This is an optimization exercise on Yosys and OpenROAD, whose aim is small area, not a production implementation. In this exercise RTL edits were held to simulation tests only and were not proved equivalent to the original. No activity file was given, so power comes from the tool's default toggle rates.

run 1:
// ahb_pwm
module ahb_pwm(
    input              I_ahb_clk,
    input              I_rst,
    input   [1:0]      I_ahb_htrans,
    input              I_ahb_hwrite,
    input   [31:0]     I_ahb_haddr,
    input   [2:0]      I_ahb_hsize,
    input   [2:0]      I_ahb_hburst,
    input   [3:0]      I_ahb_hprot,
    input              I_ahb_hmastlock,
    input   [31:0]     I_ahb_hwdata,
    output  reg [31:0] O_ahb_hrdata,
    output  wire[1:0]  O_ahb_hresp,
    output  wire       O_ahb_hready,
    output  [7:0]      pwmo
);
localparam [31:0] POL = 32'hffff_5554;
reg s1, s2;
always @(posedge I_ahb_clk or posedge I_rst) begin
    if (I_rst) begin
        s1 <= 1'b0;
        s2 <= 1'b0;
    end else begin
        s1 <= (I_ahb_htrans == 2'b10);
        s2 <= s1;
    end
end
assign O_ahb_hready = ~(s1 | s2);
assign O_ahb_hresp  = 2'b00;
wire [7:0] a    = I_ahb_haddr[7:0];
wire       a_ok = (a[1:0] == 2'b00) && (a[7:2] < 6'd18);
wire       wen  = s1 & I_ahb_hwrite & a_ok;
wire        rstn = ~I_rst;
wire [31:0] ws;
genvar g, b;
generate
for (b = 0; b < 32; b = b + 1) begin : wd
    if (POL[b])
        c_and2  n (.a(I_ahb_hwdata[b]), .b(rstn), .y(ws[b]));
    else
        c_nand2 n (.a(I_ahb_hwdata[b]), .b(rstn), .y(ws[b]));
end
endgenerate
wire [3:0] wj;
wire [4:0] wm;
assign wj[0] = wen & (a[3:2] == 2'd0);
  ...
Size: roughly 2600 cells after synthesis, ~530 flip-flops, about 0.024 sq mm of cells after synthesis.
clock: 5.0 ns
lec_check: 0
cap_margin: 20
core_margin: 2
core_utilization: 70
cts_buf_list: sky130_fd_sc_hd__clkbuf_8
cts_cluster_diameter: 60
cts_cluster_size: 16
gpl_timing_driven: 0
place_density: 0.8
slew_margin: 20
synth_hierarchical: 1
standard.sh (not shown) runs the stock make flow with config.mk's settings and CLKGATE_MAP_FILE= SYNTH_SCRIPT=/design/flow/synth_recipe.tcl, a recipe that flattens the netlist after the stock synthesis.
==> flow/flow/run.sh <==
#!/bin/bash
# Layout flow: the standard ORFS flow (standard.sh, unchanged synthesis),
# with two changes to how the layout is made:
#  - ports are buffered with sky130_fd_sc_hd__buf_1 instead of the default
#    port buffer cell;
#  - clock tree synthesis uses clkbuf_8 leaf clusters and no dummy loads.
# All tool output goes to flow.log in this folder; ORFS keeps each step's
# log under orfs/logs/.
set -euo pipefail
bash standard.sh \
  "BUFFER_PORTS_ARGS=-buffer_cell sky130_fd_sc_hd__buf_1" \
  "CTS_ARGS=-sink_clustering_enable -repair_clock_nets -dont_use_dummy_load -buf_list sky130_fd_sc_hd__clkbuf_8 -sink_clustering_size 16 -sink_clustering_max_diameter 60" \
  finish > flow.log 2>&1
Edits applied to the flow inputs when going from run 1 to run 2:
- CORE_UTILIZATION now 75, was 70
- CTS_CLUSTER_DIAMETER no longer set, was 60
- CTS_CLUSTER_SIZE no longer set, was 16
- CTS_BUF_LIST no longer set, was sky130_fd_sc_hd__clkbuf_8
- PLACE_DENSITY now 0.85, was 0.8
Results
Per the comparison of run 2 with run 1, routed wire length moved up; number of core rows moved down; area of the die moved down; clock tree buffer count of the final layout moved up.
Total power of run 2 is higher than that of run 1.
When run 2 is set beside run 1, its fraction of the cycle the final worst path needs turns out to be 4.7 points larger.
A timing startpoint of the critical path of divs[7]$_DFF_P_ is what run 2 shows, while I_ahb_haddr[5] belongs to run 1.
Run 1 has lower total number of cells along the worst setup path than run 2.
Here is what was changed in the inputs of run 3 compared with run 2.
- CTS_CLUSTER_SIZE: unset -> 16
- CORE_UTILIZATION: 75 -> 70
- PLACE_DENSITY: 0.85 -> 0.8
- CTS_CLUSTER_DIAMETER: unset -> 60
- CTS_BUF_LIST: unset -> sky130_fd_sc_hd__clkbuf_8
diff --git a/flow/flow/run.sh b/flow/flow/run.sh
--- a/flow/flow/run.sh
+++ b/flow/flow/run.sh
@@ -11,3 +11,3 @@
   "BUFFER_PORTS_ARGS=-buffer_cell sky130_fd_sc_hd__buf_1" \
-  "CTS_ARGS=-sink_clustering_enable -repair_clock_nets -dont_use_dummy_load -buf_list sky130_fd_sc_hd__clkbuf_8 -sink_clustering_size 16 -sink_clustering_max_diameter 60" \
+  "CTS_ARGS=-sink_clustering_enable -repair_clock_nets -dont_use_dummy_load -buf_list sky130_fd_sc_hd__clkbuf_8 -sink_clustering_size 18 -sink_clustering_max_diameter 60" \
   finish > flow.log 2>&1
==> comparison <==
- Relative to run 2, power share of the combinational group decreased by 0.2 points in run 3.
- Max highest cell delay on the worst timing path across run 3 and run 2: run 2
- Run 3 against run 2; placed cell area is up slightly.
- NOTE: global-route usage in run 3 falls short of that of run 2
- Per the comparison of run 3 with run 2, number of clock buffer instances in the layout went down about 10%, final hold slack saw a decrease, highest clock frequency the design can meet went up by 4.6%, final instance area about even.
- Looking only at remaining max-slew budget at the tightest pin, and setting everything else aside, the higher value of run 3 and run 2 goes to run 3.
- Comparing shortest clock period the worst path allows after layout for run 3 and run 2, the bigger number came from run 2.
Changes in run 4 relative to run 3:
- CTS_BUF_LIST removed (was sky130_fd_sc_hd__clkbuf_8)
- CORE_UTILIZATION changed from 70 to 65
- PLACE_DENSITY changed from 0.8 to 0.75
- CTS_CLUSTER_DIAMETER removed (was 60)
- CTS_CLUSTER_SIZE removed (was 16)
diff --git a/flow/flow/run.sh b/flow/flow/run.sh
--- a/flow/flow/run.sh
+++ b/flow/flow/run.sh
@@ -11,3 +11,3 @@
   "BUFFER_PORTS_ARGS=-buffer_cell sky130_fd_sc_hd__buf_1" \
-  "CTS_ARGS=-sink_clustering_enable -repair_clock_nets -dont_use_dummy_load -buf_list sky130_fd_sc_hd__clkbuf_8 -sink_clustering_size 18 -sink_clustering_max_diameter 60" \
+  "CTS_ARGS=-sink_clustering_enable -repair_clock_nets -dont_use_dummy_load -buf_list sky130_fd_sc_hd__clkbuf_8 -sink_clustering_size 16 -sink_clustering_max_diameter 60" \
   finish > flow.log 2>&1
Findings:
- Run 4 ran to completion and came out clean on the timing, DRC and antenna checks.
- Beginning of the critical path = ens[7]$_DFF_P_: run 4; beginning of the critical path = divs[13]$_DFF_P_: run 3
- Compared to run 3, the routing of run 4 uses less wire.
- Cmp run 4 and run 3 / non-clock buffer count / lower: run 3
- Between run 4 and run 3, it is run 4 whose fraction of area in multi-input gates is lower, by 0.23 points.
- Changes observed in run 4 relative to run 3: data required time at the worst endpoint has increased; logic depth of the worst register-to-register path has increased; switching power has increased.
- The uppermost layer routed comes out met4 in one run and met5 in the other, namely in run 3 and run 4 respectively.
- Looking at run 4 and run 3, the fraction of area in non-clock buffers is a wash.

[re-timing with driven ports]
In the flow no input, the clock included, has a driving cell. The finished layouts below were timed again as built, in two steps.
Step 1, drivers: a clkbuf_16 drives I_ahb_clk and a buf_2 each remaining input, both assumed.
Step 2 adds t to the input delays and takes it off the output delays; t is the mean of the earliest and latest rising clock arrival at the registers after step 1. Input paths then give back, and output paths get back, about the clock's delay inside the block.
Three values: ideal ports, drivers, drivers and shift; two values: the first two.
run | shift t [ns] | setup slack, ns | clock arrival spread, ns
run 1 | 0.652 | 0.655 / 0.656 / 0.021 | 0.059 / 0.058
run 2 | 0.627 | 0.418 / 0.418 / 0.418 | 0.069 / 0.069
run 3 | 0.651 | 0.618 / 0.618 / 0.057 | 0.062 / 0.061
run 4 | 0.679 | 0.688 / 0.688 / 0.688 | 0.068 / 0.069
After both steps setup and hold are still met in every run listed. For run 1, which loses most, drivers alone change the setup slack by +0.001 ns; drivers and shift together by -0.634 ns.
